What follows belongs to an exercise in optimizing a design on an open flow for a short achievable clock period and few clock cycles; a production flow would make more cautious choices. Only simulation tests tie the RTL to the original design; equivalence was not proved. Power figures rest on the tool's default switching activity, not on a simulated workload.

==> flow/design.v <==
module Adder (input [31:0] a,input [31:0] b,
output [31:0] y);
assign y = a + b;
endmodule
module adder_pc(pc,pc_add);
input [31:0] pc;
output [31:0] pc_add;
assign pc_add = pc + 32'd4;
endmodule
module mux2_1(a,b,sel,out);
input [31:0] a,b;
input sel;
output [31:0]out;
assign out = (sel==1'b1) ? a : b;
endmodule
module mux2_1_5(a,b,sel,out);
input [4:0] a,b;
input sel;
output [4:0] out;
assign out= (sel) ? a : b;
endmodule
module mux_forwarding(input [31:0] Reg1,input [31:0] Alu_result,input [31:0] WB_result,input [1:0] signal_forwarding,output [31:0] result);
assign result = ( signal_forwarding== 2'b00 )? Reg1  : (signal_forwarding==2'b01) ? Alu_result : WB_result;
endmodule
module SignExtend(a,zero_ext,b);
input[15:0] a;
input zero_ext;
output reg [31:0] b;
always@(*)
begin
	b = {{16{a[15] & ~zero_ext}},{a}};
end
endmodule
module Shift_Left_Branch(input [31:0] imm,output reg [31:0]  branch_address);
always@(*)
begin
  branch_address = imm << 2;
end
endmodule 
module Shift_Left_Jump(imm, PC, jump);
input[25:0] imm;
input[3:0] PC;
output [31:0] jump;
assign jump = {PC, imm, 2'b00};
endmodule
module PC #(parameter WIDTH=8)(input clk,input  reset,input en,input [WIDTH-1:0] d,output reg [WIDTH-1:0] q); 
always @ (posedge clk)
if (reset==1'b1) 
q <= 0;
else if (en)
q <= d;
endmodule
module ALU(entr1,entr2,alu_ctrl,alu_result,zero);
input [31:0] entr1, entr2;
input [3:0] alu_ctrl;
output zero;
output reg [31:0] alu_result;
assign zero = (entr1 == entr2);
always@(*)
begin
  case(alu_ctrl) 
    4'b0000:
	    alu_result = entr1 + entr2;
    4'b0001: 
	    alu_result = entr1 - entr2;
    4'b0010: 
	    alu_result = entr1 & entr2;
    4'b0011: 
        alu_result = ~(entr1 | entr2);
    4'b0100:
        alu_result = entr1 | entr2;
    4'b0101:
        alu_result = {31'b0, ($signed(entr1) < $signed(entr2))};
    4'b0110:
        alu_result = {entr2[15:0], 16'b0};
    default:
        alu_result = entr1 + entr2;
  endcase
end
endmodule
module ALU_Control(aluOp,func,out);
input wire [3:0] aluOp;
input wire [5:0] func;
output reg [3:0] out;
always @(*)
begin
case (aluOp)
	4'b0000:  
	begin
	case (func)
	6'b100000: out = 4'b0000;  
	6'b100010: out = 4'b0001;  
	6'b100100: out = 4'b0010;  
	6'b100111: out = 4'b0011;  
	6'b100101: out = 4'b0100;  
	6'b101010: out = 4'b0101;  
	default:   out = 4'b0000;
	endcase  
	end
	4'b0100:  
	out = 4'b0000;  
	4'b0010:  
	out = 4'b0101;  
	4'b1100:  
	out = 4'b0010;  
	4'b1110:  
	out = 4'b0100;  
	4'b0001:  
	out = 4'b0110;  
	4'b0101:  
	out = 4'b0001;  
	default:
	out = 4'b0000;
endcase
end
endmodule
module Control(hazard_detected,Instruction,RegDst,Jump,Branch,BranchNe,MemRead,MemtoReg,ALUOp,MemWrite,ALUSrc,RegWrite,ZeroExt);
input hazard_detected;
input [5:0] Instruction;
output reg RegDst,Branch,BranchNe,Jump,MemtoReg,ALUSrc,RegWrite,ZeroExt;
output reg MemRead, MemWrite;
output reg [3:0] ALUOp;
always @(*)
begin
  RegDst = 1'b0;
  Jump = 1'b0;
  Branch = 1'b0;
  BranchNe = 1'b0;
  MemRead = 1'b0;
  MemtoReg = 1'b0;
  ALUOp = 4'b0100;
  MemWrite = 1'b0;
  ALUSrc = 1'b0;
  RegWrite = 1'b0;
  ZeroExt = 1'b0;
  if(hazard_detected)
  begin
  end
  else
  case (Instruction)
  6'b000000:  
  begin
    RegDst = 1'b1;
    ALUOp = 4'b0000;
    RegWrite = 1'b1;
  end
  6'b100011:  
  begin
    MemRead = 1'b1;
    MemtoReg = 1'b1;
    ALUSrc = 1'b1;
    RegWrite = 1'b1;
  end
  6'b101011:  
  begin
    MemWrite = 1'b1;
    ALUSrc = 1'b1;
  end
  6'b001010:  
  begin
    ALUOp = 4'b0010;
    ALUSrc = 1'b1;
    RegWrite = 1'b1;
  end
  6'b001111:  
  begin
    ALUOp = 4'b0001;
    ALUSrc = 1'b1;
    RegWrite = 1'b1;
  end
  6'b001000:  
  begin
    ALUSrc = 1'b1;
    RegWrite = 1'b1;
  end
  6'b001100:  
  begin
    ALUOp = 4'b1100;
    ALUSrc = 1'b1;
    RegWrite = 1'b1;
    ZeroExt = 1'b1;
  end
  6'b001101:  
  begin
    ALUOp = 4'b1110;
    ALUSrc = 1'b1;
    RegWrite = 1'b1;
    ZeroExt = 1'b1;
  end
  6'b000100:  
  begin
    Branch = 1'b1;
    ALUOp = 4'b0101;
  end
  6'b000101:  
  begin
    Branch = 1'b1;
    BranchNe = 1'b1;
    ALUOp = 4'b0101;
  end
  6'b000010:  
  begin
    Jump = 1'b1;
  end
  default: ;
  endcase
end
endmodule
module Register_File(clk, readreg1, readreg2, writereg, writedata, read_data1, read_data2, regwrite);
input clk;
input [4:0] readreg1, readreg2, writereg;  
input [31:0] writedata;  
input regwrite;  
output [31:0] read_data1, read_data2;
reg [31:0]reg_set[1:31];  
assign read_data1 = (readreg1 == 5'd0) ? 32'd0 :
                    (regwrite && writereg == readreg1) ? writedata : reg_set[readreg1];
assign read_data2 = (readreg2 == 5'd0) ? 32'd0 :
                    (regwrite && writereg == readreg2) ? writedata : reg_set[readreg2];
always @ (posedge clk) 
  if (regwrite && writereg != 5'd0) 
  reg_set[writereg] <= writedata;
endmodule
module hazard_detection(input use_src1,input use_src2,input [4:0] src1_ID,input [4:0] src2_ID,input [4:0] dest_d_e,
input mem_read_d_e,output hazard_detected);
wire exe_hazard;
assign exe_hazard = mem_read_d_e && (dest_d_e != 5'd0) &&
                    ((use_src1 && src1_ID == dest_d_e) || (use_src2 && src2_ID == dest_d_e));
assign hazard_detected = exe_hazard;
endmodule
module forwarding_EXE (input [4:0] src1_d_e,input [4:0] src2_d_e,input [4:0] dest_MEM,input [4:0] dest_WB,input WB_EN_MEM, WB_EN_WB,
output reg [1:0] val1_sel, val2_sel);
always @ (*) 
begin
  {val1_sel, val2_sel} = 0;
    if (WB_EN_MEM && dest_MEM != 5'd0 && src1_d_e == dest_MEM) val1_sel = 2'b01;
    else if (WB_EN_WB && dest_WB != 5'd0 && src1_d_e == dest_WB) val1_sel = 2'b10;
    if (WB_EN_MEM && dest_MEM != 5'd0 && src2_d_e == dest_MEM) val2_sel = 2'b01;
    else if (WB_EN_WB && dest_WB != 5'd0 && src2_d_e == dest_WB) val2_sel = 2'b10;
end
endmodule
module F_D (input clk,input rst,input STALL,input FLUSH,input [31:0] PCIn,input [31:0] instructionIn,output reg [31:0] PC,output reg [31:0] instruction);
always @ (posedge clk) begin
  if (rst || FLUSH)
  begin
    PC <= 0;
    instruction <= 0;
  end
  else 
  begin
    if (STALL)
    begin
    end
    else 
    begin
      instruction <= instructionIn;
      PC <= PCIn;
    end
  end
end 
endmodule
module D_EX(input clk,rst,flush,input [4:0] src_1,input [4:0] src_2,input [4:0] dest_in,input [31:0] Reg1_in,
input [31:0] Reg2_in,input [31:0] imm_in,input Branch_in,input BranchNe_in,
input MemtoReg_in,input MemRead_in,input MemWrite_in,input RegWrite_in,input ALUSrc_in,
input [3:0] alu_control_out_in,
input [31:0] branch_pc_in,output reg [4:0] src_1_out,output reg [4:0] src_2_out,output reg [4:0] dest_out,
output reg [31:0] Reg1_out,output reg [31:0] Reg2_out,
output reg [31:0] imm_out,output reg Branch_out,output reg BranchNe_out,
output reg MemtoReg_out,output reg MemRead_out,output reg MemWrite_out,output reg RegWrite_out,output reg ALUSrc_out,
output reg [3:0] alu_control_out_out,
output reg [31:0] branch_pc_out);
always @(posedge clk)
begin
    if (rst || flush) 
        begin
        src_1_out<=0;
        src_2_out<=0;        
        Reg1_out<=0;
        Reg2_out<=0;
        dest_out<=0;
        imm_out<=0;
        Branch_out<=0;
        BranchNe_out<=0;
        MemtoReg_out<=0;
        MemRead_out<=0;
        MemWrite_out<=0;
        RegWrite_out<=0;
        ALUSrc_out<=0;
        alu_control_out_out<=0;
        branch_pc_out<=0;
        end
    else
        begin
        src_1_out<=src_1;
        src_2_out<=src_2;
        Reg1_out<=Reg1_in;
        Reg2_out<=Reg2_in;
        dest_out<=dest_in;
        imm_out<=imm_in;
        Branch_out<=Branch_in;
        BranchNe_out<=BranchNe_in;
        MemtoReg_out<=MemtoReg_in;
        MemRead_out<=MemRead_in;
        MemWrite_out<=MemWrite_in;
        RegWrite_out<=RegWrite_in;
        ALUSrc_out<=ALUSrc_in;
        alu_control_out_out<=alu_control_out_in;
        branch_pc_out<=branch_pc_in;
        end
end
endmodule
module EX_MEM(input clk,input rst,input [4:0] dest,input memwrite,input memtoreg,input regwrite,
input [31:0] alu_result,input [31:0] store_data,
output reg [4:0] dest_out,output reg memwrite_out,output reg memtoreg_out,output reg regwrite_out,
output reg [31:0] alu_result_out,output reg [31:0] store_data_out);
always @(posedge clk)
begin
if (rst) begin
    dest_out<=0;
    memwrite_out<=0;
    memtoreg_out<=0;
    regwrite_out<=0;
    alu_result_out<=0;
    store_data_out<=0;
end
else
begin
    dest_out<=dest;
    memwrite_out<=memwrite;
    memtoreg_out<=memtoreg;
    regwrite_out<=regwrite;
    alu_result_out<=alu_result;
    store_data_out<=store_data;
end
end
endmodule
module MEM_WB(input clk,input rst,input [4:0] dest,input regwrite,input [31:0] result,
output reg [4:0] dest_out,output reg regwrite_out,output reg [31:0] result_out);
always @(posedge clk)
begin
if (rst) begin
    dest_out<=0;
    regwrite_out<=0;
    result_out<=0;
end
else
begin
    dest_out<=dest;
    regwrite_out<=regwrite;
    result_out<=result;
end
end
endmodule
module DATAPATH_CON_PIPELINE(clk,reset,imem_addr,imem_rdata,dmem_addr,dmem_wdata,dmem_we,dmem_rdata);
input clk; 
input reset;
output [31:0] imem_addr;
input  [31:0] imem_rdata;
output [31:0] dmem_addr;
output [31:0] dmem_wdata;
output dmem_we;
input  [31:0] dmem_rdata;
wire [31:0] address_final; 
wire [31:0] Out_PC; 
wire [31:0] next_pc;
wire [31:0] Instruction; 
wire RegDst,Jump,MemtoReg,ALUsrc,RegWrite,Branch,BranchNe,ZeroExt; 
wire MemRead, MemWrite; 
wire [3:0] ALUOP;
wire [4:0] writereg;
wire [31:0] read_data1,read_data2;
wire [31:0] sign_extended;
wire [3:0] alucontrol;
wire [31:0] mux_alu;
wire [31:0] alu_result;
wire zero; 
wire [31:0] Jump_address;
wire [31:0] shift_left_branch;
wire [31:0] branch_pc;
wire [31:0] mux_branch_out;
wire [31:0] DM_mux;
wire [4:0] src_1_d_e,src_2_d_e;
wire [4:0] dest_d_e;
wire [31:0] reg1_d_e;
wire [31:0] reg2_d_e;
wire [31:0] imm_d_e;
wire branch_d_e,branchne_d_e;
wire MemtoReg_d_e,MemRead_d_e,MemWrite_d_e,RegWrite_d_e,ALUsrc_d_e;
wire [3:0] alucontrol_d_e;
wire [31:0] branch_pc_d_e;
wire [4:0] dest_e_m;
wire MemWrite_e_m,MemtoReg_e_m,RegWrite_e_m;
wire [31:0] alu_result_e_m,store_data_e_m;
wire [4:0] dest_m_w;
wire RegWrite_m_w;
wire [31:0] result_m_w;
wire [31:0] PC_F_D,inst_F_D;
wire [1:0] val1,val2;
wire hazard_detected;
wire [31:0] val_1_mux_forw,val_2_mux_forw;
wire branch_taken;
wire use_src1,use_src2;
assign imem_addr = Out_PC;
assign Instruction = imem_rdata;
PC #(32)call_pc(.clk(clk),.reset(reset),.en(~hazard_detected | branch_taken),.d(next_pc),.q(Out_PC));
adder_pc call_adder_pc(.pc(Out_PC),.pc_add(address_final));
mux2_1 call_mux2_1_jump(.a(Jump_address),.b(address_final),.sel(Jump),.out(mux_branch_out));
mux2_1 call_mux2_1_branch(.a(branch_pc_d_e),.b(mux_branch_out),.sel(branch_taken),.out(next_pc));
F_D call_F_D(.clk(clk),.rst(reset),.STALL(hazard_detected),.FLUSH(branch_taken | Jump),.PCIn(address_final),.instructionIn(Instruction),.PC(PC_F_D),.instruction(inst_F_D));
Register_File call_RF(.clk(clk),.readreg1(inst_F_D[25:21]),.readreg2(inst_F_D[20:16]),
.writereg(dest_m_w),.writedata(result_m_w),.read_data1(read_data1),.read_data2(read_data2),.regwrite(RegWrite_m_w));
assign use_src1 = (inst_F_D[31:26] != 6'b000010) && (inst_F_D[31:26] != 6'b001111);
assign use_src2 = (inst_F_D[31:26] == 6'b000000) || (inst_F_D[31:26] == 6'b101011) ||
                  (inst_F_D[31:26] == 6'b000100) || (inst_F_D[31:26] == 6'b000101);
hazard_detection call_hazard(.use_src1(use_src1),.use_src2(use_src2),.src1_ID(inst_F_D[25:21]),.src2_ID(inst_F_D[20:16]),.dest_d_e(dest_d_e),
.mem_read_d_e(MemRead_d_e),.hazard_detected(hazard_detected));
Control call_Control(.hazard_detected(hazard_detected),.Instruction(inst_F_D[31:26]),.RegDst(RegDst),.Jump(Jump),.Branch(Branch),.BranchNe(BranchNe),.MemRead(MemRead),
.MemtoReg(MemtoReg),.ALUOp(ALUOP),.MemWrite(MemWrite),.ALUSrc(ALUsrc),.RegWrite(RegWrite),.ZeroExt(ZeroExt));
mux2_1_5 call_mux2_1_5bits(.a(inst_F_D[15:11]),.b(inst_F_D[20:16]),.sel(RegDst),.out(writereg));
SignExtend call_Signextend(.a(inst_F_D[15:0]),.zero_ext(ZeroExt),.b(sign_extended));
ALU_Control call_alu_control(.aluOp(ALUOP),.func(inst_F_D[5:0]),.out(alucontrol));
Shift_Left_Jump call_shift_jump(.imm(inst_F_D[25:0]),.PC(PC_F_D[31:28]),.jump(Jump_address));
Shift_Left_Branch call_shift_branch(.imm(sign_extended),.branch_address(shift_left_branch));
Adder call_adder(.a(PC_F_D),.b(shift_left_branch),.y(branch_pc));
D_EX ID_IE(.clk(clk),.rst(reset),.flush(branch_taken),.src_1(inst_F_D[25:21]),.src_2(inst_F_D[20:16]),.dest_in(writereg),
.Reg1_in(read_data1),.Reg2_in(read_data2),.imm_in(sign_extended),.Branch_in(Branch),.BranchNe_in(BranchNe),
.MemtoReg_in(MemtoReg),.MemRead_in(MemRead),.MemWrite_in(MemWrite),.RegWrite_in(RegWrite),.ALUSrc_in(ALUsrc),
.alu_control_out_in(alucontrol),.branch_pc_in(branch_pc),
.src_1_out(src_1_d_e),.src_2_out(src_2_d_e),.dest_out(dest_d_e),
.Reg1_out(reg1_d_e),.Reg2_out(reg2_d_e),.imm_out(imm_d_e),.Branch_out(branch_d_e),.BranchNe_out(branchne_d_e),
.MemtoReg_out(MemtoReg_d_e),.MemRead_out(MemRead_d_e),.MemWrite_out(MemWrite_d_e),.RegWrite_out(RegWrite_d_e),.ALUSrc_out(ALUsrc_d_e),
.alu_control_out_out(alucontrol_d_e),.branch_pc_out(branch_pc_d_e));
forwarding_EXE call_forwarding(.src1_d_e(src_1_d_e),.src2_d_e(src_2_d_e),
.dest_MEM(dest_e_m),.dest_WB(dest_m_w),.WB_EN_MEM(RegWrite_e_m),.WB_EN_WB(RegWrite_m_w),.val1_sel(val1),.val2_sel(val2));
mux_forwarding call_3_forwarding_1(.Reg1(reg1_d_e),.Alu_result(alu_result_e_m),.WB_result(result_m_w),.signal_forwarding(val1),.result(val_1_mux_forw));
mux_forwarding call_3_forwarding_2(.Reg1(reg2_d_e),.Alu_result(alu_result_e_m),.WB_result(result_m_w),.signal_forwarding(val2),.result(val_2_mux_forw));
mux2_1 mux_antes_del_alu(.a(imm_d_e),.b(val_2_mux_forw),.sel(ALUsrc_d_e),.out(mux_alu));
ALU call_ALU(.entr1(val_1_mux_forw),.entr2(mux_alu),.alu_ctrl(alucontrol_d_e),.alu_result(alu_result),.zero(zero));
assign branch_taken = branch_d_e & (zero ^ branchne_d_e);
EX_MEM call_ex_mem(.clk(clk),.rst(reset),.dest(dest_d_e),.memwrite(MemWrite_d_e),.memtoreg(MemtoReg_d_e),.regwrite(RegWrite_d_e),
.alu_result(alu_result),.store_data(val_2_mux_forw),
.dest_out(dest_e_m),.memwrite_out(MemWrite_e_m),.memtoreg_out(MemtoReg_e_m),.regwrite_out(RegWrite_e_m),
.alu_result_out(alu_result_e_m),.store_data_out(store_data_e_m));
assign dmem_addr  = alu_result_e_m;
assign dmem_wdata = store_data_e_m;
assign dmem_we    = MemWrite_e_m;
mux2_1 call_mux_data_memory(.a(dmem_rdata),.b(alu_result_e_m),.sel(MemtoReg_e_m),.out(DM_mux));
MEM_WB call_mem_wb(.clk(clk),.rst(reset),.dest(dest_e_m),.regwrite(RegWrite_e_m),.result(DM_mux),
.dest_out(dest_m_w),.regwrite_out(RegWrite_m_w),.result_out(result_m_w));
endmodule
==> flow/run.sh <==
#!/bin/bash
# synth_recipe.tcl (not shown) runs the flow's synth.tcl, then flattens the netlist and writes it again
# the make line also repeats each setting of config.mk as NAME=value (left out here)
make -C /OpenROAD-flow-scripts/flow DESIGN_CONFIG=/design/flow/config.mk WORK_HOME=/design/flow/orfs CLKGATE_MAP_FILE= SYNTH_SCRIPT=/design/flow/synth_recipe.tcl finish
==> flow/config.mk <==
export PLATFORM = sky130hd
export DESIGN_NAME = DATAPATH_CON_PIPELINE
export DESIGN_NICKNAME = DATAPATH_CON_PIPELINE
export VERILOG_FILES = /design/flow/design.v
export SDC_FILE = /design/flow/constraint.sdc
export NUM_CORES = 4
export LEC_CHECK = 0
export CAP_MARGIN = 20
export CORE_MARGIN = 2
export CORE_UTILIZATION = 40
export SLEW_MARGIN = 20
==> flow/constraint.sdc <==
create_clock -name core_clock -period 7.5 [get_ports {clk}]
set_input_delay 1.5000 -clock core_clock [delete_from_list [all_inputs] [get_ports {clk}]]
set_output_delay 1.5000 -clock core_clock [all_outputs]
set_load 0.01 [all_outputs]
==> results.sh <==
export IMPL_vdd_drop_max_uv=253
export IMPL_synth_edf_count=992
export IMPL_regToRegSetupSlack_ns=1.00
export IMPL_p_leak_nw=25.2
export IMPL_setup_tns_ns=0
export IMPL_synth_seq_cells=1335
export IMPL_rows=149
export IMPL_drt_iter0_drc=5425
export IMPL_area_growth_pct=13.6
export IMPL_setup_slack_ns=1.00
export IMPL_yosysTopAreaCellShare_pct=44.7
export IMPL_yosysMostFrequentCell="edfxtp_1"
export IMPL_power_share_clock_pct=40.7
export IMPL_route_vias_total=43400
export IMPL_drtPass1Iterations=6
export IMPL_powerDensity_nw_per_um2=238
export IMPL_synth_area_per_cell_um2=14.2
export IMPL_netlist_area_um2=66600
export IMPL_io_pins=163
export IMPL_whs_ns=0.434
export IMPL_p_sw_mw=4.69
export IMPL_crit_type="register to register"
export IMPL_fmax_mhz=154
export IMPL_port_buffers=162
export IMPL_grt_pass1_wl_um=301000
export IMPL_end_kind="register"
export IMPL_grt_total_usage_pct=24.4
export IMPL_postCtsSetupBuffers=0
export IMPL_synth_seq_area_share_pct=55.1
export IMPL_min_to="call_pc.q[24]"
export IMPL_grt_busiest_layer="met2"
export IMPL_finalCritPeriodShare_pct=86.7
export IMPL_grt_util_met1_pct=34.3
export IMPL_required_ns=8.20
export IMPL_outcome="timing/DRC/antenna clean"
export IMPL_synth_top_area_cell="edfxtp_1"
export IMPL_worst_slew_pin_slew_ns=1.06
export IMPL_wire_per_inst_um=29.7
export IMPL_syn_inst=4678
export IMPL_post_route_min_period_ns=6.50
export IMPL_ctsResizeCount=0
export IMPL_grt_pass1_vias=42600
export IMPL_combPwrFrac_pct=12.8
export IMPL_synth_distinct_cells=100
export IMPL_diodes=0
export IMPL_rr_startpoint="call_ex_mem.dest_out[1]"
export IMPL_use_met2_pct=37.9
export IMPL_p_int_mw=13.3
export IMPL_vias_per_cell=6.15
export IMPL_crit_arrival_ns=7.20
export IMPL_power_mw=18.0
export IMPL_cp_start_kind="register"
export IMPL_clkLatencyLatePin_ns=0.81
export IMPL_drive_above_1_share_pct=20.8
export IMPL_finalHoldViolations=0
export IMPL_p_seq_share_pct=46.5
export IMPL_regToRegEndpoint="ID_IE.MemtoReg_out"
export IMPL_grt_ovfl_total=0
export IMPL_cts_clk_slew_worst_paths_ns=0.06
export IMPL_ys_async_sr_fraction_pct=0
export IMPL_grt_use_met3_pct=4.69
export IMPL_hold_start="ID_IE.branch_pc_out[24]"
export IMPL_hpwl_um=125000
export IMPL_swShare_pct=26.0
export IMPL_coreArea_um2=165000
export IMPL_min_path_cells=2
export IMPL_cp_max_fo=45
export IMPL_slew_headroom_pct=28.4
export IMPL_h_tree_depth=4
export IMPL_die_w_um=412
export IMPL_routabilityCongestion=0.979
export IMPL_cts_root_buf="clkbuf_16"
export IMPL_skew_ns=0.0252
export IMPL_synth_flop_cell="edfxtp_1"
export IMPL_grt_max_degree=115
export IMPL_rsz0062_at_grt="no"
export IMPL_design_die_area_um2=170000
export IMPL_cts_made_buffers=144
export IMPL_ant_nets=0
export IMPL_ys_top_cells_by_area="edfxtp_1, mux4_2, dfxtp_1"
export IMPL_cts_sinks=1335
export IMPL_layout_nets=4939
export IMPL_die_h_um=412
export IMPL_dp_worst_setup_slack_ns=1.16
export IMPL_min_path_type="register to register"
export IMPL_synthTopCellsByCount="edfxtp_1, mux4_2, nor2_1"
export IMPL_postCtsHoldBufs=0
export IMPL_ff2ff_path_depth=16
export IMPL_routed_wl_um=209000
export IMPL_cap_violations=0
export IMPL_syn_nets=4873
export IMPL_antenna_found_initial=3
export IMPL_final_max_slew_viol_count=0
export IMPL_cts_tree="built"
export IMPL_setup_viol=0
export IMPL_drc_errors=0
export IMPL_clk_path_buf_depth=3
export IMPL_initial_utilization_pct=40.3
export IMPL_yosys_warnings=12
==> power by group through the flow <==
| stage | clock network [mW] | registers, mW | logic, mW |
|---|---|---|---|
| 2_1_floorplan | 0 | 8.45 | 1.48 |
| 3_3_place_gp | 0 | 8.54 | 2.26 |
| 3_5_place_dp | 0 | 8.54 | 2.26 |
| 4_1_cts | 7.45 | 8.38 | 2.27 |
| 5_1_grt | 7.71 | 8.40 | 2.45 |
| 6_report | 7.34 | 8.38 | 2.30 |
==> final cells by class <==
cell class                 instances  area (um^2)
sequential                      1335        36700
inverter                         124          465
tap                             2189         2740
clock inverter                    78          975
fill                           14400        89600
clock buffer                     184         3870
timing repair buffer             270         2530
multi-input combinational       2869        28300
==> per-stage QoR <==
step / util [%] / instance area [um^2] / instances
global route: 45.8 / 75600 / 7049
global placement: 42.8 / 70700 / 6786
floorplan: - / 66600 / 4678
finish: 45.8 / 75600 / 7049
detailed placement: 42.8 / 70700 / 6786
CTS: 45.8 / 75600 / 7048
==> sequential cells by signal (all words and copies together), names as in the netlist, 17 cells and up <==
register and cells:
call_ex_mem.store_data_out 32, ID_IE.branch_pc_out 32, call_RF.reg_set 992, call_pc.q 32
call_mem_wb.result_out 32, ID_IE.imm_out 17, call_ex_mem.alu_result_out 32, call_F_D.instruction 32
call_F_D.PC 32, ID_IE.Reg1_out 32, ID_IE.Reg2_out 32
==> how the worst max path moves through the flow <==
stage | from | end | slack (ns) | cells after the start
floorplan | call_mem_wb.dest_out[4] | call_F_D.PC[18] | 2.83 | 20
global placement | call_ex_mem.dest_out[1] | ID_IE.MemtoReg_out | 1.13 | 16
detailed placement | call_ex_mem.dest_out[1] | ID_IE.MemtoReg_out | 1.16 | 16
CTS | call_ex_mem.dest_out[1] | ID_IE.MemtoReg_out | 1.11 | 16
global route | call_ex_mem.dest_out[1] | ID_IE.MemtoReg_out | 0.74 | 16
finish | call_ex_mem.dest_out[1] | ID_IE.MemtoReg_out | 1.00 | 16
==> layout by cell type, fill, tap and decap left out, types with 14 or more instances in the layout <==
| cell | netlist | layout |
|---|---|---|
| bufinv_16 | 0 | 16 |
| a21oi_1 | 266 | 266 |
| nor2_1 | 438 | 406 |
| nor2b_1 | 27 | 27 |
| nor3_1 | 38 | 38 |
| nor4_1 | 16 | 14 |
| clkbuf_16 | 0 | 146 |
| o21ai_0 | 115 | 114 |
| mux2i_1 | 241 | 241 |
| dfxtp_1 | 343 | 320 |
| and2_1 | 16 | 16 |
| xor2_1 | 49 | 49 |
| nand2_1 | 250 | 249 |
| mux4_2 | 577 | 577 |
| clkinv_2 | 0 | 22 |
| nand3_1 | 41 | 38 |
| clkbuf_1 | 228 | 31 |
| a211oi_1 | 132 | 132 |
| o22ai_1 | 23 | 23 |
| and3_1 | 57 | 57 |
| o211ai_1 | 14 | 14 |
| nand2b_1 | 15 | 15 |
| o21a_1 | 57 | 57 |
| a21o_1 | 23 | 23 |
| ha_1 | 126 | 126 |
| buf_4 | 5 | 101 |
| clkinv_1 | 4 | 21 |
| nor2_4 | 0 | 31 |
| inv_1 | 119 | 119 |
| edfxtp_1 | 992 | 992 |
| xnor2_1 | 77 | 77 |
| a31oi_1 | 23 | 23 |
| clkdlybuf4s50_1 | 0 | 161 |
| o221ai_1 | 31 | 30 |
==> metal layers <==
metal,routed length [um],vias up
met1,87200,22500
met4,7480,2
met5,13,-
met2,96300,2018
met3,18400,378
li1,-,18500
==> worst max-delay path: stages (launching register included) <==
cell     delay [ns]
dfxtp_1        0.34
or4_1          0.53
o21ai_1        0.19
or4_2          0.75
buf_4          0.39
o21ai_0        0.13
o21ai_0        0.84
inv_1          0.17
ha_1           0.44
nor4_1         0.42
nand3_1        0.12
nor3_1         0.52
xor2_1         0.17
nand2_2        0.14
nand2_1        0.45
or3_1          0.53
nor3b_1        0.24
==> cells by family (layout without fill, tap and decap cells) <==
group	count (synthesis)	in the layout	share of synthesized area (%)
xor+xnor	127	127	1.68
mux	824	824	23.3
simple gates	970	970	6.57
compound gates	818	818	8.06
buf+inv	474	656	2.91
flops	1335	1335	55.1
fa+ha+maj	130	130	2.47
Testbench counts, summed over its fixed seeds: cycles 84,878.

what the ideal ports hide:
The results above use ideal ports. As a check the final layout listed here was re-extracted and re-timed, cells and wires unchanged.
Step 1 sets driving cells, clkbuf_16 on the clock port and buf_2 on the other inputs (assumed; they add their load-dependent delay and slew).
Step 2 moves the port delays by t, midway between the first and last clock arrival at a register: inputs arrive t later, outputs are due t later. That takes back most of the time a late clock gives input paths.
Slacks: ideal ports / drivers / drivers and shift; pairs: ideal ports / drivers.
shift t [ns]: 0.885
slack for setup (ns): 1.001 / 1.001 / 1.001
latest minus earliest clock arrival (ns): 0.036 / 0.037
worst data-port slew with drivers (ns): 0.07
After both steps setup and hold are still met in this run. The setup slack of this run moves by 0.000 ns with the drivers and by 0.000 ns with both steps.
